From an optimization exercise on the open Yosys and OpenROAD flow, aimed at small area; shortcuts taken in it are not production practice.
RTL that was checked went through simulation tests only; none was proved equivalent to the original.
Function not checked in runs 1 and 2: the RTL went through the layout flow alone.
The clock input has no modelled driver; a real chip could not lean on it and would need a root buffer or a full tree.
Power figures rest on the tool's default switching activity, not on a simulated workload.

`flow/flow/run.sh`:
```
#!/bin/bash
# The standard layout (the standard.sh), with these changes:
#  - the port buffers are buf_1 cells (the default picks a 10 um2 delay buffer)
#  - CTS inserts no dummy clock loads
#  - after CTS (post_cts.tcl): regroup_clock.tcl drives the clock pins from
#    three of CTS's four leaf buffers (same tree depth), and tiebuf.tcl makes
#    the buffers between tie cells and output ports buf_1, fed by one tie cell
export BUFFER_PORTS_ARGS="-buffer_cell sky130_fd_sc_hd__buf_1"
export CTS_ARGS="-sink_clustering_enable -repair_clock_nets -dont_use_dummy_load"
export POST_CTS_TCL="$PWD/flow/post_cts.tcl"
export CLOCK_LEAVES=3
export TIE_BUF_CELL=sky130_fd_sc_hd__buf_1
bash standard.sh > standard.log 2>&1
```
`flow/flow/post_cts.tcl`:
```
# Run after CTS (POST_CTS_TCL): regroup the clock tree's leaves, then shrink
# the buffers that drive constant output ports.
set flowdir [file dirname [info script]]
source [file join $flowdir regroup_clock.tcl]
source [file join $flowdir tiebuf.tcl]
```
`flow/flow/regroup_clock.tcl`:
```
# Rebuild the leaf level of the clock tree that CTS made: the clock pins are
# split into CLOCK_LEAVES groups by position (k-means), each driven by one of
# CTS's own leaf buffers moved to the middle of its group; the leaf buffers
# left over are removed.  No clock pin changes its depth in the tree.
proc regroup_clock {} {
set block [ord::get_db_block]
set nleaf $::env(CLOCK_LEAVES)
set root [$block findInst clkbuf_0_clk]
set rootnet [[$root findITerm X] getNet]
set leaves {}
foreach it [$rootnet getITerms] {
  set inst [$it getInst]
  if {$inst != $root && [string match "*clkbuf*" [[$inst getMaster] getName]]} { lappend leaves $inst }
}
if {[llength $leaves] <= $nleaf} {
  puts "clock regroup: [llength $leaves] leaf buffers, nothing to do"
  return
}
# clock pins and their positions
set sinks {}
foreach leaf $leaves {
  foreach it [[[$leaf findITerm X] getNet] getITerms] {
    if {[$it getInst] == $leaf} { continue }
    set bb [[$it getInst] getBBox]
    lappend sinks [list $it [expr {([$bb xMin]+[$bb xMax])/2.0}] [expr {([$bb yMin]+[$bb yMax])/2.0}]]
  }
}
puts "clock regroup: [llength $sinks] clock pins, [llength $leaves] leaf buffers -> $nleaf"
# k-means, seeded by the sinks sorted along x
set srt [lsort -real -index 1 $sinks]
set n [llength $srt]
set cx {}; set cy {}
for {set k 0} {$k < $nleaf} {incr k} {
  set s [lindex $srt [expr {int(($k+0.5)*$n/$nleaf)}]]
  lappend cx [lindex $s 1]; lappend cy [lindex $s 2]
}
for {set iter 0} {$iter < 50} {incr iter} {
  set asg {}
  foreach s $sinks {
    set best 0; set bd 1e30
    for {set k 0} {$k < $nleaf} {incr k} {
      set d [expr {abs([lindex $s 1]-[lindex $cx $k]) + abs([lindex $s 2]-[lindex $cy $k])}]
      if {$d < $bd} { set bd $d; set best $k }
    }
    lappend asg $best
  }
  # balance: cap each group at ceil(n/nleaf)+1 by moving farthest members
  set ncx {}; set ncy {}
  for {set k 0} {$k < $nleaf} {incr k} {
    set sx 0; set sy 0; set c 0
    foreach s $sinks a $asg { if {$a == $k} { set sx [expr {$sx+[lindex $s 1]}]; set sy [expr {$sy+[lindex $s 2]}]; incr c } }
    if {$c > 0} { lappend ncx [expr {$sx/$c}]; lappend ncy [expr {$sy/$c}] } else { lappend ncx [lindex $cx $k]; lappend ncy [lindex $cy $k] }
  }
  set cx $ncx; set cy $ncy
}
set counts {}
for {set k 0} {$k < $nleaf} {incr k} { set c 0; foreach a $asg { if {$a == $k} { incr c } }; lappend counts $c }
puts "clock regroup: group sizes $counts"
# drop the extra leaf buffers
foreach leaf [lrange $leaves $nleaf end] {
  set onet [[$leaf findITerm X] getNet]
  foreach it [$onet getITerms] { $it disconnect }
  [$leaf findITerm A] disconnect
  odb::dbInst_destroy $leaf
  odb::dbNet_destroy $onet
}
set leaves [lrange $leaves 0 [expr {$nleaf-1}]]
# reconnect the clock pins and move the leaf buffers
foreach s $sinks { [lindex $s 0] disconnect }
for {set k 0} {$k < $nleaf} {incr k} {
  set leaf [lindex $leaves $k]
  set onet [[$leaf findITerm X] getNet]
  foreach s $sinks a $asg { if {$a == $k} { [lindex $s 0] connect $onet } }
  set bb [$leaf getBBox]
  $leaf setLocation [expr {int([lindex $cx $k] - ([$bb xMax]-[$bb xMin])/2)}] [expr {int([lindex $cy $k])}]
  $leaf setPlacementStatus PLACED
}
if {[info exists ::env(CLOCK_ROOT_CELL)]} { replace_cell [get_cells [$root getName]] $::env(CLOCK_ROOT_CELL) }
detailed_placement
estimate_parasitics -placement
}
regroup_clock
```
`flow/flow/tiebuf.tcl`:
```
# Buffers that only pass a tie cell's constant to an output port need no
# drive: make them TIE_BUF_CELL, and let one tie cell drive them all.
proc tie_buffers {} {
  set block [ord::get_db_block]
  set keep ""
  foreach inst [$block getInsts] {
    set m [[$inst getMaster] getName]
    if {![string match "sky130_fd_sc_hd__buf_*" $m]} { continue }
    set net [[$inst findITerm A] getNet]
    if {$net eq "NULL" || $net eq ""} { continue }
    set tie ""
    foreach it [$net getITerms] {
      set ti [$it getInst]
      if {[string match "sky130_fd_sc_hd__conb_*" [[$ti getMaster] getName]]} { set tie $ti; set tiepin [[$it getMTerm] getName] }
    }
    if {$tie eq ""} { continue }
    if {$m ne $::env(TIE_BUF_CELL)} {
      puts "tie buffer [$inst getName]: $m -> $::env(TIE_BUF_CELL)"
      replace_cell [get_cells [$inst getName]] $::env(TIE_BUF_CELL)
    }
    # one tie cell for all: move this buffer to the first tie cell's net
    if {$keep eq ""} {
      if {[llength [$net getITerms]] == 2} { set keep [list $tie $tiepin $net] }
      continue
    }
    if {[lindex $keep 1] ne $tiepin || [llength [$net getITerms]] != 2} { continue }
    [$inst findITerm A] disconnect
    [$inst findITerm A] connect [lindex $keep 2]
    foreach it [$tie getITerms] { if {[$it getNet] ne "NULL" && [$it getNet] ne ""} { $it disconnect } }
    puts "tie cell [$tie getName] removed: [$inst getName] now driven by [[lindex $keep 0] getName]"
    odb::dbInst_destroy $tie
    odb::dbNet_destroy $net
  }
}
tie_buffers
```
`flow/standard.sh`:
```
#!/bin/bash
# synth_recipe.tcl (not shown) runs the flow's synth.tcl, then flattens the netlist and writes it again
# the make line also repeats each setting of config.mk as NAME=value (left out here)
make -C /OpenROAD-flow-scripts/flow DESIGN_CONFIG=/design/flow/config.mk WORK_HOME=/design/flow/orfs CLKGATE_MAP_FILE= SYNTH_SCRIPT=/design/flow/synth_recipe.tcl "${@:-finish}"
```
`flow/config.mk`:
```
export PLATFORM = sky130hd
export DESIGN_NAME = Convolution_pipeline
export DESIGN_NICKNAME = Convolution_pipeline
export VERILOG_FILES = /design/flow/design.v
export SDC_FILE = /design/flow/constraint.sdc
export NUM_CORES = 4
export LEC_CHECK = 0
export CAP_MARGIN = 0
export CORE_MARGIN = 2
export CORE_UTILIZATION = 60
export GPL_TIMING_DRIVEN = 0
export PLACE_DENSITY = 0.7
export SLEW_MARGIN = 0
export SYNTH_HIERARCHICAL = 1
export SYNTH_MINIMUM_KEEP_SIZE = 0
```
`flow/constraint.sdc`:
```
create_clock -name core_clock -period 3.0 [get_ports {clk}]
set_input_delay 0.6000 -clock core_clock [delete_from_list [all_inputs] [get_ports {clk}]]
set_output_delay 0.6000 -clock core_clock [all_outputs]
set_load 0.01 [all_outputs]
```
`flow/design.v`:
```
module Convolution_pipeline(
    clk,
    rst_n,
    in_valid,
    In_IFM_1,
    In_IFM_2,
    In_IFM_3,
    In_IFM_4,
    In_Weight_1,
    In_Weight_2,
    In_Weight_3,
    In_Weight_4,
    Out_OFM
    );
input clk, rst_n;
input in_valid;
input [3:0] In_IFM_1;
input [3:0] In_IFM_2;
input [3:0] In_IFM_3;
input [3:0] In_IFM_4;
input [3:0] In_Weight_1;
input [3:0] In_Weight_2;
input [3:0] In_Weight_3;
input [3:0] In_Weight_4;
output [11:0] Out_OFM;
wire pp1_00, pp1_01, pp1_02, pp1_03, pp1_10, pp1_11, pp1_12, pp1_13, pp1_20, pp1_21, pp1_22, pp1_23, pp1_30, pp1_31, pp1_32, pp1_33, pp2_00, pp2_01, pp2_02, pp2_03, pp2_10, pp2_11, pp2_12, pp2_13, pp2_20, pp2_21, pp2_22, pp2_23, pp2_30, pp2_31, pp2_32, pp2_33, pp3_00, pp3_01, pp3_02, pp3_03, pp3_10, pp3_11, pp3_12, pp3_13, pp3_20, pp3_21, pp3_22, pp3_23, pp3_30, pp3_31, pp3_32, pp3_33, pp4_00, pp4_01, pp4_02, pp4_03, pp4_10, pp4_11, pp4_12, pp4_13, pp4_20, pp4_21, pp4_22, pp4_23, pp4_30, pp4_31, pp4_32, pp4_33, fs1, fc2, fs3, fc4, fs5, fc6, fs7, fc8, fs9, fc10, fs11, fc12, fs13, fc14, fs15, fc16, fs17, fc18, fs19, fc20, fs21, fc22, fs23, fc24, fs25, fc26, fs27, fc28, fs29, fc30, fs31, fc32, fs33, fc34, fs35, fc36, fs37, fc38, fs39, fc40, fs41, fc42, fs43, fc44, fs45, fc46, fs47, fc48, fs49, fc50, fs51, fc52, fs53, fc54, fs55, fc56, fs57, fc58, fs59, fc60, fs61, fc62, fs63, fc64, fs65, fc66, fs67, fc68, fs69, fc70, fs71, fc72, fs73, fc74, fs75, fc76, fs77, fc78, fs79, fc80, fs81, fc82, fs83, fc84, fs85, fc86, fs87, fc88, fs89, fc90, x91, x92, cn93, x94, ct95, x96, cn97, x98, x99, cn100, fs101, fc102, fs103, fc104, fs105, fc106, fs107, fc108, fs109, fc110, x111, ct112, x113, cn114, x115, ct116, x117, cn118, fs119, fc120, x121, x122, cn123;
assign pp1_00 = ~(In_IFM_1[0] & In_Weight_1[0]);
assign pp1_01 = ~(In_IFM_1[0] & In_Weight_1[1]);
assign pp1_02 = ~(In_IFM_1[0] & In_Weight_1[2]);
assign pp1_03 = ~(In_IFM_1[0] & In_Weight_1[3]);
assign pp1_10 = ~(In_IFM_1[1] & In_Weight_1[0]);
assign pp1_11 = ~(In_IFM_1[1] & In_Weight_1[1]);
assign pp1_12 = ~(In_IFM_1[1] & In_Weight_1[2]);
assign pp1_13 = ~(In_IFM_1[1] & In_Weight_1[3]);
assign pp1_20 = ~(In_IFM_1[2] & In_Weight_1[0]);
assign pp1_21 = ~(In_IFM_1[2] & In_Weight_1[1]);
assign pp1_22 = ~(In_IFM_1[2] & In_Weight_1[2]);
assign pp1_23 = ~(In_IFM_1[2] & In_Weight_1[3]);
assign pp1_30 = ~(In_IFM_1[3] & In_Weight_1[0]);
assign pp1_31 = ~(In_IFM_1[3] & In_Weight_1[1]);
assign pp1_32 = ~(In_IFM_1[3] & In_Weight_1[2]);
assign pp1_33 = ~(In_IFM_1[3] & In_Weight_1[3]);
assign pp2_00 = ~(In_IFM_2[0] & In_Weight_2[0]);
assign pp2_01 = ~(In_IFM_2[0] & In_Weight_2[1]);
assign pp2_02 = ~(In_IFM_2[0] & In_Weight_2[2]);
assign pp2_03 = ~(In_IFM_2[0] & In_Weight_2[3]);
assign pp2_10 = ~(In_IFM_2[1] & In_Weight_2[0]);
assign pp2_11 = ~(In_IFM_2[1] & In_Weight_2[1]);
assign pp2_12 = ~(In_IFM_2[1] & In_Weight_2[2]);
assign pp2_13 = ~(In_IFM_2[1] & In_Weight_2[3]);
assign pp2_20 = ~(In_IFM_2[2] & In_Weight_2[0]);
assign pp2_21 = ~(In_IFM_2[2] & In_Weight_2[1]);
assign pp2_22 = ~(In_IFM_2[2] & In_Weight_2[2]);
assign pp2_23 = ~(In_IFM_2[2] & In_Weight_2[3]);
assign pp2_30 = ~(In_IFM_2[3] & In_Weight_2[0]);
assign pp2_31 = ~(In_IFM_2[3] & In_Weight_2[1]);
assign pp2_32 = ~(In_IFM_2[3] & In_Weight_2[2]);
assign pp2_33 = ~(In_IFM_2[3] & In_Weight_2[3]);
assign pp3_00 = ~(In_IFM_3[0] & In_Weight_3[0]);
assign pp3_01 = ~(In_IFM_3[0] & In_Weight_3[1]);
assign pp3_02 = ~(In_IFM_3[0] & In_Weight_3[2]);
assign pp3_03 = ~(In_IFM_3[0] & In_Weight_3[3]);
assign pp3_10 = ~(In_IFM_3[1] & In_Weight_3[0]);
assign pp3_11 = ~(In_IFM_3[1] & In_Weight_3[1]);
assign pp3_12 = ~(In_IFM_3[1] & In_Weight_3[2]);
assign pp3_13 = ~(In_IFM_3[1] & In_Weight_3[3]);
assign pp3_20 = ~(In_IFM_3[2] & In_Weight_3[0]);
assign pp3_21 = ~(In_IFM_3[2] & In_Weight_3[1]);
assign pp3_22 = ~(In_IFM_3[2] & In_Weight_3[2]);
assign pp3_23 = ~(In_IFM_3[2] & In_Weight_3[3]);
assign pp3_30 = ~(In_IFM_3[3] & In_Weight_3[0]);
assign pp3_31 = ~(In_IFM_3[3] & In_Weight_3[1]);
assign pp3_32 = ~(In_IFM_3[3] & In_Weight_3[2]);
assign pp3_33 = ~(In_IFM_3[3] & In_Weight_3[3]);
assign pp4_00 = ~(In_IFM_4[0] & In_Weight_4[0]);
assign pp4_01 = ~(In_IFM_4[0] & In_Weight_4[1]);
assign pp4_02 = ~(In_IFM_4[0] & In_Weight_4[2]);
assign pp4_03 = ~(In_IFM_4[0] & In_Weight_4[3]);
assign pp4_10 = ~(In_IFM_4[1] & In_Weight_4[0]);
assign pp4_11 = ~(In_IFM_4[1] & In_Weight_4[1]);
assign pp4_12 = ~(In_IFM_4[1] & In_Weight_4[2]);
assign pp4_13 = ~(In_IFM_4[1] & In_Weight_4[3]);
assign pp4_20 = ~(In_IFM_4[2] & In_Weight_4[0]);
assign pp4_21 = ~(In_IFM_4[2] & In_Weight_4[1]);
assign pp4_22 = ~(In_IFM_4[2] & In_Weight_4[2]);
assign pp4_23 = ~(In_IFM_4[2] & In_Weight_4[3]);
assign pp4_30 = ~(In_IFM_4[3] & In_Weight_4[0]);
assign pp4_31 = ~(In_IFM_4[3] & In_Weight_4[1]);
assign pp4_32 = ~(In_IFM_4[3] & In_Weight_4[2]);
assign pp4_33 = ~(In_IFM_4[3] & In_Weight_4[3]);
Conv_fa u_fs1 (.a(pp1_00), .b(pp2_00), .c(pp3_00), .s(fs1), .co(fc2));
Conv_fa u_fs3 (.a(pp1_01), .b(pp1_10), .c(pp2_01), .s(fs3), .co(fc4));
Conv_fa u_fs5 (.a(pp2_10), .b(pp3_01), .c(pp3_10), .s(fs5), .co(fc6));
Conv_fa u_fs7 (.a(pp1_02), .b(pp1_11), .c(pp1_20), .s(fs7), .co(fc8));
Conv_fa u_fs9 (.a(pp2_02), .b(pp2_11), .c(pp2_20), .s(fs9), .co(fc10));
Conv_fa u_fs11 (.a(pp3_02), .b(pp3_11), .c(pp3_20), .s(fs11), .co(fc12));
Conv_fa u_fs13 (.a(pp4_02), .b(pp4_11), .c(pp4_20), .s(fs13), .co(fc14));
Conv_fa u_fs15 (.a(pp1_03), .b(pp1_12), .c(pp1_21), .s(fs15), .co(fc16));
Conv_fa u_fs17 (.a(pp1_30), .b(pp2_03), .c(pp2_12), .s(fs17), .co(fc18));
Conv_fa u_fs19 (.a(pp2_21), .b(pp2_30), .c(pp3_03), .s(fs19), .co(fc20));
Conv_fa u_fs21 (.a(pp3_12), .b(pp3_21), .c(pp3_30), .s(fs21), .co(fc22));
Conv_fa u_fs23 (.a(pp4_03), .b(pp4_12), .c(pp4_21), .s(fs23), .co(fc24));
Conv_fa u_fs25 (.a(pp1_13), .b(pp1_22), .c(pp1_31), .s(fs25), .co(fc26));
Conv_fa u_fs27 (.a(pp2_13), .b(pp2_22), .c(pp2_31), .s(fs27), .co(fc28));
Conv_fa u_fs29 (.a(pp3_13), .b(pp3_22), .c(pp3_31), .s(fs29), .co(fc30));
Conv_fa u_fs31 (.a(pp4_13), .b(pp4_22), .c(pp4_31), .s(fs31), .co(fc32));
Conv_fa u_fs33 (.a(pp1_23), .b(pp1_32), .c(pp2_23), .s(fs33), .co(fc34));
Conv_fa u_fs35 (.a(pp2_32), .b(pp3_23), .c(pp3_32), .s(fs35), .co(fc36));
Conv_fa u_fs37 (.a(pp1_33), .b(pp2_33), .c(pp3_33), .s(fs37), .co(fc38));
Conv_fa u_fs39 (.a(pp4_01), .b(pp4_10), .c(fc2), .s(fs39), .co(fc40));
Conv_fa u_fs41 (.a(pp4_30), .b(fc10), .c(fc12), .s(fs41), .co(fc42));
Conv_fa u_fs43 (.a(fc16), .b(fc18), .c(fc20), .s(fs43), .co(fc44));
Conv_fa u_fs45 (.a(pp4_23), .b(pp4_32), .c(fc26), .s(fs45), .co(fc46));
Conv_fa u_fs47 (.a(fc28), .b(fc30), .c(fc32), .s(fs47), .co(fc48));
Conv_fa u_fs49 (.a(pp4_33), .b(fc34), .c(fc36), .s(fs49), .co(fc50));
Conv_fa u_fs51 (.a(fc4), .b(fc6), .c(fs11), .s(fs51), .co(fc52));
Conv_fa u_fs53 (.a(fs13), .b(fs7), .c(fs9), .s(fs53), .co(fc54));
Conv_fa u_fs55 (.a(fc14), .b(fc8), .c(fs15), .s(fs55), .co(fc56));
Conv_fa u_fs57 (.a(fs17), .b(fs19), .c(fs21), .s(fs57), .co(fc58));
Conv_fa u_fs59 (.a(fc22), .b(fc24), .c(fs25), .s(fs59), .co(fc60));
Conv_fa u_fs61 (.a(fs27), .b(fs29), .c(fs31), .s(fs61), .co(fc62));
Conv_fa u_fs63 (.a(fs33), .b(fs35), .c(fc44), .s(fs63), .co(fc64));
Conv_fa u_fs65 (.a(fs37), .b(fc46), .c(fc48), .s(fs65), .co(fc66));
Conv_fa u_fs67 (.a(fs23), .b(fc52), .c(fc54), .s(fs67), .co(fc68));
Conv_fa u_fs69 (.a(fc42), .b(fc56), .c(fc58), .s(fs69), .co(fc70));
Conv_fa u_fs71 (.a(fs3), .b(fs5), .c(fs39), .s(fs71), .co(fc72));
Conv_fa u_fs73 (.a(fc60), .b(fc62), .c(fs45), .s(fs73), .co(fc74));
Conv_fa u_fs75 (.a(fc40), .b(fs51), .c(fs53), .s(fs75), .co(fc76));
Conv_fa u_fs77 (.a(fs41), .b(fs55), .c(fs57), .s(fs77), .co(fc78));
Conv_fa u_fs79 (.a(fs43), .b(fs59), .c(fs61), .s(fs79), .co(fc80));
Conv_fa u_fs81 (.a(fc38), .b(fc50), .c(fc66), .s(fs81), .co(fc82));
Conv_fa u_fs83 (.a(fs47), .b(fc70), .c(fs63), .s(fs83), .co(fc84));
Conv_fa u_fs85 (.a(fs49), .b(fc64), .c(fc74), .s(fs85), .co(fc86));
Conv_fa u_fs87 (.a(fc68), .b(fc78), .c(fs69), .s(fs87), .co(fc88));
Conv_fa u_fs89 (.a(fc76), .b(fs67), .c(fs77), .s(fs89), .co(fc90));
Conv_xor u_x91 (.a(fc80), .b(fs73), .y(x91));
Conv_xor u_x92 (.a(x91), .b(fc88), .y(x92));
assign cn93 = (fc80 & fs73) | (fc88 & (fc80 | fs73));
Conv_xor u_x94 (.a(pp4_00), .b(fs1), .y(x94));
Conv_nor u_ct95 (.a(pp4_00), .b(fs1), .y(ct95));
Conv_xor u_x96 (.a(fs71), .b(ct95), .y(x96));
Conv_orb u_cn97 (.a(fs71), .b(ct95), .y(cn97));
Conv_xor u_x98 (.a(fc72), .b(fs75), .y(x98));
Conv_xor u_x99 (.a(x98), .b(cn97), .y(x99));
assign cn100 = (fc72 & fs75) | (cn97 & (fc72 | fs75));
Conv_fa u_fs101 (.a(r1[5]), .b(r1[6]), .c(r1[7]), .s(fs101), .co(fc102));
Conv_fa u_fs103 (.a(r1[8]), .b(r1[9]), .c(fc102), .s(fs103), .co(fc104));
Conv_fa u_fs105 (.a(r1[10]), .b(r1[11]), .c(r1[12]), .s(fs105), .co(fc106));
Conv_fa u_fs107 (.a(r1[13]), .b(fs105), .c(fc104), .s(fs107), .co(fc108));
Conv_fa u_fs109 (.a(r1[14]), .b(r1[15]), .c(fc106), .s(fs109), .co(fc110));
Conv_xor u_x111 (.a(r1[3]), .b(r1[4]), .y(x111));
Conv_nor u_ct112 (.a(r1[3]), .b(r1[4]), .y(ct112));
Conv_xor u_x113 (.a(fs101), .b(ct112), .y(x113));
Conv_orb u_cn114 (.a(fs101), .b(ct112), .y(cn114));
Conv_xor u_x115 (.a(fs103), .b(cn114), .y(x115));
Conv_nor u_ct116 (.a(fs103), .b(cn114), .y(ct116));
Conv_xor u_x117 (.a(fs107), .b(ct116), .y(x117));
Conv_orb u_cn118 (.a(fs107), .b(ct116), .y(cn118));
Conv_fa u_fs119 (.a(fc108), .b(fs109), .c(cn118), .s(fs119), .co(fc120));
Conv_xor u_x121 (.a(r1[16]), .b(fc110), .y(x121));
Conv_xor u_x122 (.a(x121), .b(fc120), .y(x122));
assign cn123 = (r1[16] & fc110) | (fc120 & (r1[16] | fc110));
reg [16:0] r1;
reg [9:0] s2, s3;
always @(posedge clk) begin
    if (in_valid) begin
        r1[0] <= x94;
        r1[1] <= x96;
        r1[2] <= x99;
        r1[3] <= fs89;
        r1[4] <= cn100;
        r1[5] <= fs79;
        r1[6] <= fs87;
        r1[7] <= fc90;
        r1[8] <= fs83;
        r1[9] <= x92;
        r1[10] <= fs65;
        r1[11] <= fc84;
        r1[12] <= fs85;
        r1[13] <= cn93;
        r1[14] <= fs81;
        r1[15] <= fc86;
        r1[16] <= fc82;
        s2 <= {cn123, x122, fs119, x117, x115, x113, x111, r1[2], r1[1], r1[0]};
        s3 <= s2;
    end
end
reg [1:0] cnt;
always @(posedge clk or negedge rst_n) begin
    if (!rst_n)
        cnt <= 2'b00;
    else if (in_valid)
        cnt <= {cnt[1] | cnt[0], ~cnt[1]};
end
reg [9:0] ofm;
wire [9:0] ofm_d;
wire ofm_en = in_valid && cnt == 2'b10;
wire ofm_en_n = ~ofm_en;
Conv_hold u_hold0 (.en(ofm_en), .en_n(ofm_en_n), .d(s3[0]), .q(ofm[0]), .y(ofm_d[0]));
Conv_holdn u_hold1 (.en_n(ofm_en_n), .d(s3[1]), .q(ofm[1]), .y(ofm_d[1]));
Conv_holdn u_hold2 (.en_n(ofm_en_n), .d(s3[2]), .q(ofm[2]), .y(ofm_d[2]));
Conv_hold u_hold3 (.en(ofm_en), .en_n(ofm_en_n), .d(s3[3]), .q(ofm[3]), .y(ofm_d[3]));
Conv_holdn u_hold4 (.en_n(ofm_en_n), .d(s3[4]), .q(ofm[4]), .y(ofm_d[4]));
Conv_hold u_hold5 (.en(ofm_en), .en_n(ofm_en_n), .d(s3[5]), .q(ofm[5]), .y(ofm_d[5]));
Conv_holdn u_hold6 (.en_n(ofm_en_n), .d(s3[6]), .q(ofm[6]), .y(ofm_d[6]));
Conv_holdn u_hold7 (.en_n(ofm_en_n), .d(s3[7]), .q(ofm[7]), .y(ofm_d[7]));
Conv_holdn u_hold8 (.en_n(ofm_en_n), .d(s3[8]), .q(ofm[8]), .y(ofm_d[8]));
Conv_holdn u_hold9 (.en_n(ofm_en_n), .d(s3[9]), .q(ofm[9]), .y(ofm_d[9]));
always @(posedge clk or negedge rst_n) begin
    if (!rst_n)
        ofm <= 10'd0;
    else
        ofm <= ofm_d;
end
assign Out_OFM = {2'b00, ofm};
endmodule
module Conv_fa(a, b, c, s, co);
input a, b, c;
output s, co;
assign s = a ^ b ^ c;
assign co = (a & b) | (c & (a ^ b));
endmodule
module Conv_hold(en, en_n, d, q, y);
input en, en_n, d, q;
output y;
assign y = (en & d) | (en_n & q);
endmodule
module Conv_holdn(en_n, d, q, y);
input en_n, d, q;
output y;
assign y = (~en_n & ~d) | (en_n & q);
endmodule
module Conv_nor(a, b, y);
input a, b;
output y;
assign y = ~(a | b);
endmodule
module Conv_orb(a, b, y);
input a, b;
output y;
assign y = a | ~b;
endmodule
module Conv_or(a, b, y);
input a, b;
output y;
assign y = a | b;
endmodule
module Conv_xor(a, b, y);
input a, b;
output y;
assign y = a ^ b;
endmodule
```
==> flow_summary.yaml, run 1 <==
cells_and_area:
  fillers: 362
  seq_area_mm2: 0.00141
  antenna_cells: 0
  layout-drive-gt1-share_pct: 10.1
  stdcell_count: 325
  multi_input_area_mm2: 0.00156
  fin_nets: 346
  layout_common_cells: "71 x nand2_1, 48 x fa_1, 37 x edfxtp_1"
  layout.cells.most_common: "nand2_1"
  syn_to_final_growth_pct: 10.9
drt:
  drt_iter0_drc: 142
  drtAntennaViolNets: 0
  drtPass1Iterations: 4
  num_vias: 1695
  viasPerCell: 5.22
  drc_errors: 0
  routed_wl_um: 4720
  wl_per_cell_um: 14.5
timing:
  timing_hold_violations_final: 0
  relSlewSlack_pct: 42.4
  fin_hold_ws_ns: 0.282
  rsz0062_at_grt: "false"
  slew_viol_final: 0
  post-route-min-period_ns: 2.93
  skew_ns: 0.0271
  max_freq_ghz: 0.341
  timing.final.crit_share_pct: 97.6
  finalSetupViolCount: 0
  worstMarginPinSlew_ns: 0.865
yosys:
  synth_cells: 210
  ys_types: 17
  yosysWarnings: 7
  synth_area_mm2: 0.00298
  ys_seq_elements: 49
  ys_seq_area_share_pct: 47.4
  synth_area_per_cell_um2: 14.2
grt:
  grt_max_degree: 42
  grt_first_pass_wirelength_um: 7890
  overflow: 0
  grt_usage_pct: 20.1
  grt_pass1_vias: 1769
  grt_antenna_before_repair: 0
power:
  ir_drop_v: 0.000363
  p_leak_nw: 1.18
  p_per_area_mw_per_mm2: 680
outcome:
  status: "timing/DRC/antenna clean"
floorplanning:
  die_h_um: 74.5
  initial_core_util_pct: 62.7
  coreArea_mm2: 0.00475
  ioPinCount: 47
  die_area_mm2: 0.00555
  die_w_um: 74.5
  num_rows: 25
hold_path:
  hold_path.class: "input pin to asynchronous set/reset pin"
critical_path:
  cp_max_fo: 4
  endpoint_kind: "flip-flop"
  crit_type: "input pin to flip-flop"
  cp_data_required_time_ns: 3.02
  crit_arrival_ns: 2.95
  crit_path_start_kind: "input pin"
placement:
  dp.cells: 322
  place_congestion: 0.898
  io_buffers: 44
  hpwl_um: 3940
clock_network:
  cts.sinks: 49
  clk_pin_slew_ns: 0.10
  clk_latency_ns: 0.29
job:
  drv_cap: 0
-- area by class of cell --
| class | instances | area share (%) |
|---|---|---|
| repair buffers | 44 | 5.60 |
| multi-input cells | 158 | 47.1 |
| flip-flops and latches | 49 | 42.7 |
| inverters | 1 | 0.114 |
| plain buffers | 2 | 0.227 |
| clock buffers | 4 | 1.67 |
| well taps | 67 | 2.54 |
-- cells by family (layout without fill, tap and decap cells) --
family	after synthesis	after routing	share of synthesized area [%]
AND/OR/NAND/NOR	79	79	10.3
buffers and inverters	3	51	0.629
multiplexers	1	1	0.336
other	1	1	0.126
adder cells (fa/ha/maj)	54	54	35.4
XOR/XNOR	12	12	3.53
AO/OA/AOI/OAI	11	11	2.31
flip-flops	49	49	47.4
-- worst paths after layout --
check / startpoint / endpoint / slack, ns / cells past startpoint
max in group asynchronous: rst_n / ofm[0]$_DFF_PN0_ / 2.32 / 1
min reg2reg: s2[7]$_DFFE_PP_ / s3[7]$_DFFE_PP_ / 0.40 / 0
min in group core_clock: s2[7]$_DFFE_PP_ / s3[7]$_DFFE_PP_ / 0.40 / 0
max reg2reg: r1[5]$_DFFE_PP_ / s2[9]$_DFFE_PP_ / 0.15 / 6
max: In_IFM_2[1] / r1[13]$_DFFE_PP_ / 0.07 / 7
min: rst_n / cnt[1]$_DFFE_PN0P_ / 0.28 / 1
-- metal layers --
metal | GRT usage [%] | up-vias | part of all wire, %
met5 | 0 | - | 0
met1 | 23.6 | 840 | 38
met3 | 3.39 | 8 | 5.8
met2 | 37.2 | 59 | 54
met4 | 7.14 | 0 | 2.4
li1 | - | 788 | -
-- worst max-delay path, stage by stage --
cell,delay [ns]
buf_1,0.15
nand2_1,0.10
fa_1,0.50
fa_1,0.46
fa_1,0.47
fa_2,0.37
maj3_2,0.31
-- through the flow --
stage	power [mW]	setup TNS (ns)	util [%]	cell area, um^2	setup WS (ns)
floorplan	1.75	0	-	2990	0.00441
global placement	1.92	-6.48	68.1	3240	-0.667
detailed placement	1.98	-0.737	68.1	3240	-0.294
global route	2.44	0	69.5	3300	0.00605
finish	2.25	0	69.5	3300	0.0711
-- sequential cells by signal, indices dropped and copies added, names as in the netlist --
name	flops
cnt	2
ofm	10
r1	17
s2	10
s3	10
-- where the power goes --
part           total, mW  leakage, nW  internal, mW  switching (mW)
combinational      0.824        0.642         0.395           0.429
clock              0.291       0.0288         0.121           0.170
sequential          1.13        0.508          1.05          0.0792
total               2.25         1.18          1.57           0.679
-- Yosys stat by module (local to each module, per instance) --
| module | cells | cell area (um^2) |
|---|---|---|
| Convolution_pipeline | 124 | 1740 |
| Conv_nor | 1 | 3.75 |
| Conv_hold | 1 | 8.76 |
| Conv_holdn | 2 | 8.76 |
| Conv_orb | 1 | 6.26 |
| Conv_fa | 1 | 20.0 |
| Conv_xor | 1 | 8.76 |
-- cells in the mapped netlist --
cell type / n / area share, %
edfxtp_1: 37 / 37
conb_1: 1 / 0.13
xor2_1: 12 / 3.5
o21ai_1: 7 / 1.2
mux2i_1: 1 / 0.34
and3_1: 1 / 0.21
dfrtp_1: 12 / 10
a22o_1: 3 / 0.88
maj3_2: 3 / 1.1
buf_4: 2 / 0.50
nor2_1: 3 / 0.38
inv_1: 1 / 0.13
fa_1: 51 / 34
nand3_1: 1 / 0.17
nand2_1: 71 / 8.9
nand2b_1: 3 / 0.63
a21o_1: 1 / 0.25
==> inputs of run 2 (changes only) <==
--- a/flow/flow/run.sh
+++ b/flow/flow/run.sh
@@ -4,7 +4,7 @@
 #  - CTS inserts no dummy clock loads
 #  - after CTS (post_cts.tcl): regroup_clock.tcl drives the clock pins from
 #    three of CTS's four leaf buffers (same tree depth), and tiebuf.tcl makes
-#    the buffers between tie cells and output ports buf_1, fed by one tie cell
+#    the buffers between tie cells and output ports buf_1
 export BUFFER_PORTS_ARGS="-buffer_cell sky130_fd_sc_hd__buf_1"
 export CTS_ARGS="-sink_clustering_enable -repair_clock_nets -dont_use_dummy_load"
 export POST_CTS_TCL="$PWD/flow/post_cts.tcl"
==> flow/flow/tiebuf.tcl (replaced) <==
# Buffers that only pass a tie cell's constant to an output port need no
# drive: make them TIE_BUF_CELL.
set block [ord::get_db_block]
foreach inst [$block getInsts] {
  set m [[$inst getMaster] getName]
  if {![string match "sky130_fd_sc_hd__buf_*" $m]} { continue }
  set a [$inst findITerm A]
  if {$a eq "NULL" || $a eq ""} { continue }
  set net [$a getNet]
  if {$net eq "NULL" || $net eq ""} { continue }
  set tie 0
  foreach it [$net getITerms] {
    if {[string match "sky130_fd_sc_hd__conb_*" [[[$it getInst] getMaster] getName]]} { set tie 1 }
  }
  if {$tie && $m ne $::env(TIE_BUF_CELL)} {
    puts "tie buffer [$inst getName]: $m -> $::env(TIE_BUF_CELL)"
    replace_cell [get_cells [$inst getName]] $::env(TIE_BUF_CELL)
  }
}
==> run 2 against run 1 <==
Net effect:
- highest routed layer unchanged
- critical path depth unchanged
- critical endpoint unchanged
- design area increased by 0.11%
- clock skew unchanged
- power about the same
- synthesized cell count unchanged
- worst hold slack about the same
- sequential power about the same
- sequential share of layout area about the same
- setup slack about the same
- wire length decreased by 1.4%
- area after synthesis unchanged
- maximum frequency about the same
==> flow_summary.yaml, run 2 <==
power:
  clockPowerShare_pct: 13.0
  power_switching_mw: 0.678
  power_frac_seq_pct: 50.3
  comb_power_share_pct: 36.7
  switching_share_pct: 30.2
  p_per_area_mw_per_mm2: 679
  p_leak_nw: 1.18
  ir_drop_v: 0.000363
  internal-power_mw: 1.57
clock_network:
  clk_latency_ns: 0.29
  cts.sinks: 49
  clk_pin_slew_ns: 0.10
cells_and_area:
  layout.cells.most_common: "nand2_1"
  layout_common_cells: "71 x nand2_1, 48 x fa_1, 37 x edfxtp_1"
  antenna_cells: 0
  finish.utilization_pct: 69.6
  top_register: "r1"
  largest_register_ff_count: 17
  syn_to_final_growth_pct: 11.0
  stdcell_count: 326
  final_area_mm2: 0.00331
  fin_nets: 347
  layout-drive-gt1-share_pct: 10.0
timing:
  skew_ns: 0.0271
  timing.final.crit_share_pct: 97.6
  max_freq_ghz: 0.341
  timing_hold_violations_final: 0
  finalSetupViolCount: 0
  post-route-min-period_ns: 2.93
  rsz0062_at_grt: "false"
  fin_hold_ws_ns: 0.282
  worstMarginPinSlew_ns: 0.865
  slew_viol_final: 0
  relSlewSlack_pct: 42.4
grt:
  grt_max_degree: 42
  overflow: 0
  grt_antenna_before_repair: 0
  grt_pass1_vias: 1767
  grt_first_pass_wirelength_um: 7830
  grt_usage_pct: 19.9
yosys:
  yosysTopAreaCellShare_pct: 37.3
  yosysTopAreaCell: "edfxtp_1"
  ys_types: 17
  synth_area_per_cell_um2: 14.2
  synth.most_common_cell: "nand2_1"
  ys_seq_area_share_pct: 47.4
  synthTopCellsByCount: "71 x nand2_1, 51 x fa_1, 37 x edfxtp_1, 12 x dfrtp_1, 12 x xor2_1"
  synthTopCellsByArea: "edfxtp_1 37%, fa_1 34%, dfrtp_1 10%, nand2_1 8.9%, xor2_1 3.5%"
  synth_area_mm2: 0.00298
  synthArstFlopShare_pct: 24.5
  synth_cells: 210
  ys_seq_elements: 49
  yosysWarnings: 7
  synth-edff-count: 37
  synth_flop_cell: "edfxtp_1"
critical_path:
  endpoint_kind: "flip-flop"
  path_buf_inv: 1
  crit_slowest_cell: "fa_1"
  critPathMaxStageDelay_ns: 0.50
  crit_path_start_kind: "input pin"
  crit_type: "input pin to flip-flop"
  path_delay_family: "adder cells"
  crit_arrival_ns: 2.95
  cp_max_fo: 4
  path_cells: "buf_1 -> nand2_1 -> fa_1 -> fa_1 -> fa_1 -> fa_2 -> maj3_2"
  reg2reg_slack_ns: 0.15
  cp_data_required_time_ns: 3.02
  cp_common_cell: "fa_1"
drt:
  drtAntennaViolNets: 0
  drt_iter0_drc: 131
  wl_per_cell_um: 14.3
  drc_errors: 0
  routed_wl_um: 4660
  drtPass1Iterations: 4
  viasPerCell: 5.20
  num_vias: 1695
placement:
  dpl_cell_area_mm2: 0.00324
  dp.cells: 322
  hpwl_um: 3940
  place_congestion: 0.898
  io_buffers: 44
hold_path:
  hold_path.class: "input pin to asynchronous set/reset pin"
floorplanning:
  die_h_um: 74.5
  ioPinCount: 47
  die_w_um: 74.5
  coreArea_mm2: 0.00475
  num_rows: 25
  die_area_mm2: 0.00555
  initial_core_util_pct: 62.7
outcome:
  status: "timing/DRC/antenna clean"
job:
  drv_cap: 0
## run 2: cell counts after synthesis
Identical to the previous run, type by type.
## run 2: cell type report
class / count / area (um^2)
Buffer: 2 / 7.51
Clock buffer: 4 / 55.1
Fill cell: 360 / 1450
Inverter: 1 / 3.75
Multi-Input combinational cell: 159 / 1560
Sequential cell: 49 / 1410
Tap cell: 67 / 83.8
Timing Repair Buffer: 44 / 185
## run 2: final timing paths
path | startpoint | end | cells past startpoint
max | In_IFM_2[1] | r1[13]$_DFFE_PP_ | 7
min | rst_n | cnt[1]$_DFFE_PN0P_ | 1
max reg2reg | r1[5]$_DFFE_PP_ | s2[9]$_DFFE_PP_ | 6
min reg2reg | s2[7]$_DFFE_PP_ | s3[7]$_DFFE_PP_ | 0
max in group asynchronous | rst_n | ofm[0]$_DFF_PN0_ | 1
min in group core_clock | s2[7]$_DFFE_PP_ | s3[7]$_DFFE_PP_ | 0
## run 2: Yosys stat by module, one instance, submodules excluded
module	cells inside	flops+latches	times used	area, um^2
Conv_xor	1	0	12	8.76
Convolution_pipeline	124	49	1	1740
Conv_nor	1	0	3	3.75
Conv_hold	1	0	3	8.76
Conv_holdn	2	0	7	8.76
Conv_fa	1	0	51	20.0
Conv_orb	1	0	3	6.26
## run 2: worst reg2reg max path: cells and delay by family (launching register included)
family	cells	cell delay [ns]
flip-flops	1	0.41
adder cells (fa/ha/maj)	5	2.05
AND/OR/NAND/NOR	1	0.18
## run 2: power groups by stage
stage	Combinational [mW]	Clock [mW]	Sequential, mW
floorplan	0.604	0	1.15
global placement	0.785	0	1.14
detailed placement	0.836	0	1.15
global route	0.963	0.329	1.15
finish	0.824	0.291	1.13
## run 2: cells by family after synthesis
| family | Yosys count | share of synthesized area (%) |
|---|---|---|
| adder cells (fa/ha/maj) | 54 | 35.4 |
| other | 1 | 0.126 |
| AND/OR/NAND/NOR | 79 | 10.3 |
| AO/OA/AOI/OAI | 11 | 2.31 |
| buffers and inverters | 3 | 0.629 |
| flip-flops | 49 | 47.4 |
| multiplexers | 1 | 0.336 |
| XOR/XNOR | 12 | 3.53 |
## run 2: metal layers
metal	share of wire, %	global-route usage (%)	vias up
met3	5.6	3.39	8
met5	0	0	-
met1	38	23.6	840
li1	-	-	789
met2	54	36.4	58
met4	2.4	7.14	0
## run 2: through the flow
stage	TNS, ns	setup WS, ns	power (mW)
final	0	0.0707	2.24
after global routing	0	0.00605	2.44
after detailed placement	-0.737	-0.294	1.98
after global placement	-6.48	-0.667	1.92
after floorplan	0	0.00441	1.75
==> inputs of run 3 (changes only) <==
--- a/flow/design.v
+++ b/flow/design.v
@@ -23,7 +23,7 @@
 input [3:0] In_Weight_3;
 input [3:0] In_Weight_4;
 output [11:0] Out_OFM;
-wire pp1_00, pp1_01, pp1_02, pp1_03, pp1_10, pp1_11, pp1_12, pp1_13, pp1_20, pp1_21, pp1_22, pp1_23, pp1_30, pp1_31, pp1_32, pp1_33, pp2_00, pp2_01, pp2_02, pp2_03, pp2_10, pp2_11, pp2_12, pp2_13, pp2_20, pp2_21, pp2_22, pp2_23, pp2_30, pp2_31, pp2_32, pp2_33, pp3_00, pp3_01, pp3_02, pp3_03, pp3_10, pp3_11, pp3_12, pp3_13, pp3_20, pp3_21, pp3_22, pp3_23, pp3_30, pp3_31, pp3_32, pp3_33, pp4_00, pp4_01, pp4_02, pp4_03, pp4_10, pp4_11, pp4_12, pp4_13, pp4_20, pp4_21, pp4_22, pp4_23, pp4_30, pp4_31, pp4_32, pp4_33, fs1, fc2, fs3, fc4, fs5, fc6, fs7, fc8, fs9, fc10, fs11, fc12, fs13, fc14, fs15, fc16, fs17, fc18, fs19, fc20, fs21, fc22, fs23, fc24, fs25, fc26, fs27, fc28, fs29, fc30, fs31, fc32, fs33, fc34, fs35, fc36, fs37, fc38, fs39, fc40, fs41, fc42, fs43, fc44, fs45, fc46, fs47, fc48, fs49, fc50, fs51, fc52, fs53, fc54, fs55, fc56, fs57, fc58, fs59, fc60, fs61, fc62, fs63, fc64, fs65, fc66, fs67, fc68, fs69, fc70, fs71, fc72, fs73, fc74, fs75, fc76, fs77, fc78, fs79, fc80, fs81, fc82, fs83, fc84, fs85, fc86, fs87, fc88, fs89, fc90, x91, x92, cn93, x94, ct95, x96, cn97, x98, x99, cn100, fs101, fc102, fs103, fc104, fs105, fc106, fs107, fc108, fs109, fc110, x111, ct112, x113, cn114, x115, ct116, x117, cn118, fs119, fc120, x121, x122, cn123;
+wire pp1_00, pp1_01, pp1_02, pp1_03, pp1_10, pp1_11, pp1_12, pp1_13, pp1_20, pp1_21, pp1_22, pp1_23, pp1_30, pp1_31, pp1_32, pp1_33, pp2_00, pp2_01, pp2_02, pp2_03, pp2_10, pp2_11, pp2_12, pp2_13, pp2_20, pp2_21, pp2_22, pp2_23, pp2_30, pp2_31, pp2_32, pp2_33, pp3_00, pp3_01, pp3_02, pp3_03, pp3_10, pp3_11, pp3_12, pp3_13, pp3_20, pp3_21, pp3_22, pp3_23, pp3_30, pp3_31, pp3_32, pp3_33, pp4_00, pp4_01, pp4_02, pp4_03, pp4_10, pp4_11, pp4_12, pp4_13, pp4_20, pp4_21, pp4_22, pp4_23, pp4_30, pp4_31, pp4_32, pp4_33, fs1, fc2, fs3, fc4, fs5, fc6, fs7, fc8, fs9, fc10, fs11, fc12, fs13, fc14, fs15, fc16, fs17, fc18, fs19, fc20, fs21, fc22, fs23, fc24, fs25, fc26, fs27, fc28, fs29, fc30, fs31, fc32, fs33, fc34, fs35, fc36, fs37, fc38, fs39, fc40, fs41, fc42, fs43, fc44, fs45, fc46, fs47, fc48, fs49, fc50, fs51, fc52, fs53, fc54, fs55, fc56, fs57, fc58, fs59, fc60, fs61, fc62, fs63, fc64, fs65, fc66, fs67, fc68, fs69, fc70, fs71, fc72, fs73, fc74, fs75, fc76, fs77, fc78, fs79, fc80, fs81, fc82, fs83, fc84, fs85, fc86, fs87, fc88, fs89, fc90, x91, x92, cn93, x94, cn95, x96, cn97, x98, x99, cn100, fs101, fc102, fs103, fc104, fs105, fc106, fs107, fc108, fs109, fc110, x111, cn112, x113, cn114, x115, cn116, x117, cn118, fs119, fc120, x121, x122, cn123;
 assign pp1_00 = ~(In_IFM_1[0] & In_Weight_1[0]);
 assign pp1_01 = ~(In_IFM_1[0] & In_Weight_1[1]);
 assign pp1_02 = ~(In_IFM_1[0] & In_Weight_1[2]);
@@ -137,9 +137,9 @@
 Conv_xor u_x92 (.a(x91), .b(fc88), .y(x92));
 assign cn93 = (fc80 & fs73) | (fc88 & (fc80 | fs73));
 Conv_xor u_x94 (.a(pp4_00), .b(fs1), .y(x94));
-Conv_nor u_ct95 (.a(pp4_00), .b(fs1), .y(ct95));
-Conv_xor u_x96 (.a(fs71), .b(ct95), .y(x96));
-Conv_orb u_cn97 (.a(fs71), .b(ct95), .y(cn97));
+Conv_or u_cn95 (.a(pp4_00), .b(fs1), .y(cn95));
+Conv_xor u_x96 (.a(fs71), .b(cn95), .y(x96));
+Conv_or u_cn97 (.a(fs71), .b(cn95), .y(cn97));
 Conv_xor u_x98 (.a(fc72), .b(fs75), .y(x98));
 Conv_xor u_x99 (.a(x98), .b(cn97), .y(x99));
 assign cn100 = (fc72 & fs75) | (cn97 & (fc72 | fs75));
@@ -149,13 +149,13 @@
 Conv_fa u_fs107 (.a(r1[13]), .b(fs105), .c(fc104), .s(fs107), .co(fc108));
 Conv_fa u_fs109 (.a(r1[14]), .b(r1[15]), .c(fc106), .s(fs109), .co(fc110));
 Conv_xor u_x111 (.a(r1[3]), .b(r1[4]), .y(x111));
-Conv_nor u_ct112 (.a(r1[3]), .b(r1[4]), .y(ct112));
-Conv_xor u_x113 (.a(fs101), .b(ct112), .y(x113));
-Conv_orb u_cn114 (.a(fs101), .b(ct112), .y(cn114));
+Conv_or u_cn112 (.a(r1[3]), .b(r1[4]), .y(cn112));
+Conv_xor u_x113 (.a(fs101), .b(cn112), .y(x113));
+Conv_or u_cn114 (.a(fs101), .b(cn112), .y(cn114));
 Conv_xor u_x115 (.a(fs103), .b(cn114), .y(x115));
-Conv_nor u_ct116 (.a(fs103), .b(cn114), .y(ct116));
-Conv_xor u_x117 (.a(fs107), .b(ct116), .y(x117));
-Conv_orb u_cn118 (.a(fs107), .b(ct116), .y(cn118));
+Conv_or u_cn116 (.a(fs103), .b(cn114), .y(cn116));
+Conv_xor u_x117 (.a(fs107), .b(cn116), .y(x117));
+Conv_or u_cn118 (.a(fs107), .b(cn116), .y(cn118));
 Conv_fa u_fs119 (.a(fc108), .b(fs109), .c(cn118), .s(fs119), .co(fc120));
 Conv_xor u_x121 (.a(r1[16]), .b(fc110), .y(x121));
 Conv_xor u_x122 (.a(x121), .b(fc120), .y(x122));
@@ -197,12 +197,12 @@
 wire ofm_en = in_valid && cnt == 2'b10;
 wire ofm_en_n = ~ofm_en;
 Conv_hold u_hold0 (.en(ofm_en), .en_n(ofm_en_n), .d(s3[0]), .q(ofm[0]), .y(ofm_d[0]));
-Conv_holdn u_hold1 (.en_n(ofm_en_n), .d(s3[1]), .q(ofm[1]), .y(ofm_d[1]));
+Conv_hold u_hold1 (.en(ofm_en), .en_n(ofm_en_n), .d(s3[1]), .q(ofm[1]), .y(ofm_d[1]));
 Conv_holdn u_hold2 (.en_n(ofm_en_n), .d(s3[2]), .q(ofm[2]), .y(ofm_d[2]));
 Conv_hold u_hold3 (.en(ofm_en), .en_n(ofm_en_n), .d(s3[3]), .q(ofm[3]), .y(ofm_d[3]));
-Conv_holdn u_hold4 (.en_n(ofm_en_n), .d(s3[4]), .q(ofm[4]), .y(ofm_d[4]));
+Conv_hold u_hold4 (.en(ofm_en), .en_n(ofm_en_n), .d(s3[4]), .q(ofm[4]), .y(ofm_d[4]));
 Conv_hold u_hold5 (.en(ofm_en), .en_n(ofm_en_n), .d(s3[5]), .q(ofm[5]), .y(ofm_d[5]));
-Conv_holdn u_hold6 (.en_n(ofm_en_n), .d(s3[6]), .q(ofm[6]), .y(ofm_d[6]));
+Conv_hold u_hold6 (.en(ofm_en), .en_n(ofm_en_n), .d(s3[6]), .q(ofm[6]), .y(ofm_d[6]));
 Conv_holdn u_hold7 (.en_n(ofm_en_n), .d(s3[7]), .q(ofm[7]), .y(ofm_d[7]));
 Conv_holdn u_hold8 (.en_n(ofm_en_n), .d(s3[8]), .q(ofm[8]), .y(ofm_d[8]));
 Conv_holdn u_hold9 (.en_n(ofm_en_n), .d(s3[9]), .q(ofm[9]), .y(ofm_d[9]));
@@ -230,16 +230,6 @@
 output y;
 assign y = (~en_n & ~d) | (en_n & q);
 endmodule
-module Conv_nor(a, b, y);
-input a, b;
-output y;
-assign y = ~(a | b);
-endmodule
-module Conv_orb(a, b, y);
-input a, b;
-output y;
-assign y = a | ~b;
-endmodule
 module Conv_or(a, b, y);
 input a, b;
 output y;
==> flow/flow/run.sh (replaced) <==
#!/bin/bash
# The standard layout (the standard.sh), with two changes:
#  - the port buffers are buf_1 cells (the default picks a 10 um2 delay buffer)
#  - CTS inserts no dummy clock loads
export BUFFER_PORTS_ARGS="-buffer_cell sky130_fd_sc_hd__buf_1"
export CTS_ARGS="-sink_clustering_enable -repair_clock_nets -dont_use_dummy_load"
bash standard.sh > standard.log 2>&1
removed: flow/flow/post_cts.tcl
removed: flow/flow/regroup_clock.tcl
removed: flow/flow/tiebuf.tcl
==> run 3 against run 2 <==
Net effect:
- still clean
- clock skew down 0.014 ns
- power up 1.3%
- worst hold slack improved by 0.012 ns
- sequential share of layout area shrank 0.22 points
- wire length increased by 1.3%
- non-clock buffer count did not move
- critical path depth unchanged
- die area grew 0.23%
- clock-buffer cell count is 1 higher
- sequential cell count unchanged
- global-route usage is 0.61 points lower
- final cell count fell by 0.61%
- largest power group unchanged
==> flow_summary.yaml, run 3 <==
grt:
  overflow: 0
  grt_first_pass_wirelength_um: 7490
  grt_max_degree: 42
  grt_usage_pct: 19.2
  grt_pass1_vias: 1639
  grt_antenna_before_repair: 0
yosys:
  synthTopCellsByArea: "edfxtp_1 37%, fa_1 34%, dfrtp_1 10%, nand2_1 8.5%, xor2_1 3.5%"
  ys_seq_area_share_pct: 47.2
  synth_flop_cell: "edfxtp_1"
  synth_area_per_cell_um2: 14.4
  yosysTopAreaCellShare_pct: 37.2
  ys_seq_elements: 49
  synthTopCellsByCount: "68 x nand2_1, 51 x fa_1, 37 x edfxtp_1, 12 x dfrtp_1, 12 x xor2_1"
  yosysWarnings: 7
  yosysTopAreaCell: "edfxtp_1"
  synth_area_mm2: 0.00299
  synthArstFlopShare_pct: 24.5
  ys_types: 16
  synth-edff-count: 37
  synth.most_common_cell: "nand2_1"
  synth_cells: 207
critical_path:
  crit_type: "input pin to flip-flop"
  endpoint_kind: "flip-flop"
  path_delay_family: "adder cells"
  critPathMaxStageDelay_ns: 0.57
  crit_slowest_cell: "fa_1"
  cp_common_cell: "fa_1"
  cp_data_required_time_ns: 3.05
  path_cells: "buf_1 -> nand2_1 -> fa_1 -> fa_1 -> fa_1 -> fa_2 -> maj3_2"
  path_buf_inv: 1
  crit_path_start_kind: "input pin"
  crit_arrival_ns: 3.01
  cp_max_fo: 4
timing:
  fin_hold_ws_ns: 0.293
  slew_viol_final: 0
  post-route-min-period_ns: 2.96
  relSlewSlack_pct: 42.8
  skew_ns: 0.0129
  max_freq_ghz: 0.338
  timing_hold_violations_final: 0
  timing.final.crit_share_pct: 98.6
  finalSetupViolCount: 0
  rsz0062_at_grt: "false"
  worstMarginPinSlew_ns: 0.858
floorplanning:
  coreArea_mm2: 0.00475
  num_rows: 25
  die_area_mm2: 0.00556
  ioPinCount: 47
  die_h_um: 74.6
  initial_core_util_pct: 62.8
  die_w_um: 74.6
cells_and_area:
  layout_common_cells: "68 x nand2_1, 49 x fa_1, 37 x edfxtp_1"
  fillers: 354
  syn_to_final_growth_pct: 11.3
  top_register: "r1"
  layout.cells.most_common: "nand2_1"
  multi_input_area_mm2: 0.00157
  largest_register_ff_count: 17
  layout-drive-gt1-share_pct: 8.17
  stdcell_count: 324
  finish.utilization_pct: 69.9
  fin_nets: 345
  seq_area_mm2: 0.00141
  antenna_cells: 0
clock_network:
  clk_pin_slew_ns: 0.08
  cts.sinks: 49
  post_cts_buffers: 0
  htreeDepth: 2
  cts_tree: "yes"
  clockBufferDepth: 2
  cts_buffers: 5
  clk_latency_ns: 0.29
  cts-root-buf: "clkbuf_8"
  ctsHoldBuffers: 0
power:
  ir_drop_v: 0.000280
  fin_total_pwr_mw: 2.27
  p_leak_nw: 1.17
  p_per_area_mw_per_mm2: 684
placement:
  place_congestion: 0.888
  io_buffers: 44
  dp.cells: 319
  hpwl_um: 3960
drt:
  wl_per_cell_um: 14.6
  drtPass1Iterations: 4
  viasPerCell: 5.18
  num_vias: 1677
  routed_wl_um: 4720
  drc_errors: 0
  drt_iter0_drc: 96
  drtAntennaViolNets: 0
job:
  drv_cap: 0
outcome:
  status: "timing/DRC/antenna clean"
hold_path:
  hold_path.class: "input pin to asynchronous set/reset pin"
[run 3: cell types whose count changed after synthesis, sizes merged]
cell	change
nor2	-3
or2	+6
o21ai	-3
a22o	+3
nand2	-3
nand2b	-3
[run 3: power by group]
| group | switching, mW | internal, mW |
|---|---|---|
| clock network | 0.178 | 0.150 |
| registers | 0.0747 | 1.05 |
| logic | 0.425 | 0.394 |
[run 3: path summary, 6_finish.rpt]
check	start	slack (ns)	to	cells past startpoint
worst min register to register	s3[2]$_DFFE_PP_	0.41	ofm[2]$_DFF_PN0_	1
max in group asynchronous	rst_n	2.30	ofm[4]$_DFF_PN0_	1
min in group core_clock	s3[2]$_DFFE_PP_	0.41	ofm[2]$_DFF_PN0_	1
worst max register to register	r1[5]$_DFFE_PP_	0.13	s2[9]$_DFFE_PP_	6
worst max-delay path	In_Weight_1[3]	0.04	r1[13]$_DFFE_PP_	7
worst min-delay path	rst_n	0.29	ofm[5]$_DFF_PN0_	1
[run 3: per-layer routing]
layer  vias up  routed length (um)  global-route usage [%]
met5         -                   0                       0
met4         0                  40                    6.55
met3         4                 227                    3.79
met2        58                2510                    33.9
met1       834                1940                    23.9
li1        781                   -                       -
[run 3: stage by stage]
stage	setup slack (ns)	TNS (ns)	cell area, um^2
2_1_floorplan	0.00441	0	2990
3_3_place_gp	-0.566	-5.96	3240
3_5_place_dp	-0.306	-0.906	3240
4_1_cts	0.0167	0	3310
5_1_grt	0.00133	0	3330
6_report	0.0411	0	3330
[run 3: logic make-up (layout without fill, tap and decap cells)]
logic type	after synthesis	count (layout)	synth area share, %
and+or+nand+nor	76	76	10.2
adders and majority gates	54	54	35.3
DFF	49	49	47.2
xor gates and xnor gates	12	12	3.52
AOI/OAI and AO/OA	11	11	2.68
buffers and inverters	3	52	0.628
other	1	2	0.126
muxes	1	1	0.335
[run 3: repair_timing]
item / in CTS / in global routing
endpoints found under the hold margin: 0 / 0
setup endpoints to repair: 0 / 2
gates resized for setup: 0 / 9
[run 3: cell type report]
| class | count | area share (%) |
|---|---|---|
| timing repair buffer | 44 | 5.30 |
| buffer | 2 | 0.451 |
| tap | 67 | 2.52 |
| inverter | 1 | 0.113 |
| clock buffer | 5 | 2.07 |
| multi-input combinational | 156 | 47.1 |
| sequential | 49 | 42.4 |
[run 3: per-module statistics from Yosys, one instance, submodules excluded]
module | cell area [um^2] | times used
Conv_fa | 20.0 | 51
Conv_hold | 8.76 | 6
Conv_holdn | 8.76 | 4
Conv_or | 6.26 | 6
Conv_xor | 8.76 | 12
Convolution_pipeline | 1740 | 1
[run 3: worst register-to-register path: stages (launching register included)]
cell and delay [ns]:
edfxtp_1 0.41, fa_1 0.45, fa_1 0.39, fa_1 0.46
or2_1 0.24, fa_2 0.36, maj3_2 0.31

-- port drivers added, routing unchanged --
How much do the figures lean on ideal ports? The routed layouts below were timed once more, with nothing changed but the port constraints.
Step 1 assumes that a clkbuf_16 drives the clock port and a buf_2 every other input.
Step 2 also shifts input and output timing later by t, the mid clock arrival at the registers, as if the neighbouring blocks saw the same clock.
Slacks: no drivers / after step 1 / after step 2; pairs: no drivers / after step 1.
run	t, ns	setup WS [ns]	worst setup path after step 2	latest minus earliest clock arrival (ns)
run 1	0.307	0.071 / 0.079 / -0.228	input to register	0.027 / 0.028
run 2	0.307	0.071 / 0.078 / -0.229	input to register	0.027 / 0.028
run 3	0.309	0.041 / 0.044 / -0.265	input to register	0.014 / 0.013
With both steps, setup timing fails in every run listed, where it was met with ideal ports. For run 3, which loses most, drivers alone change the setup slack by +0.003 ns; drivers and shift together by -0.306 ns.
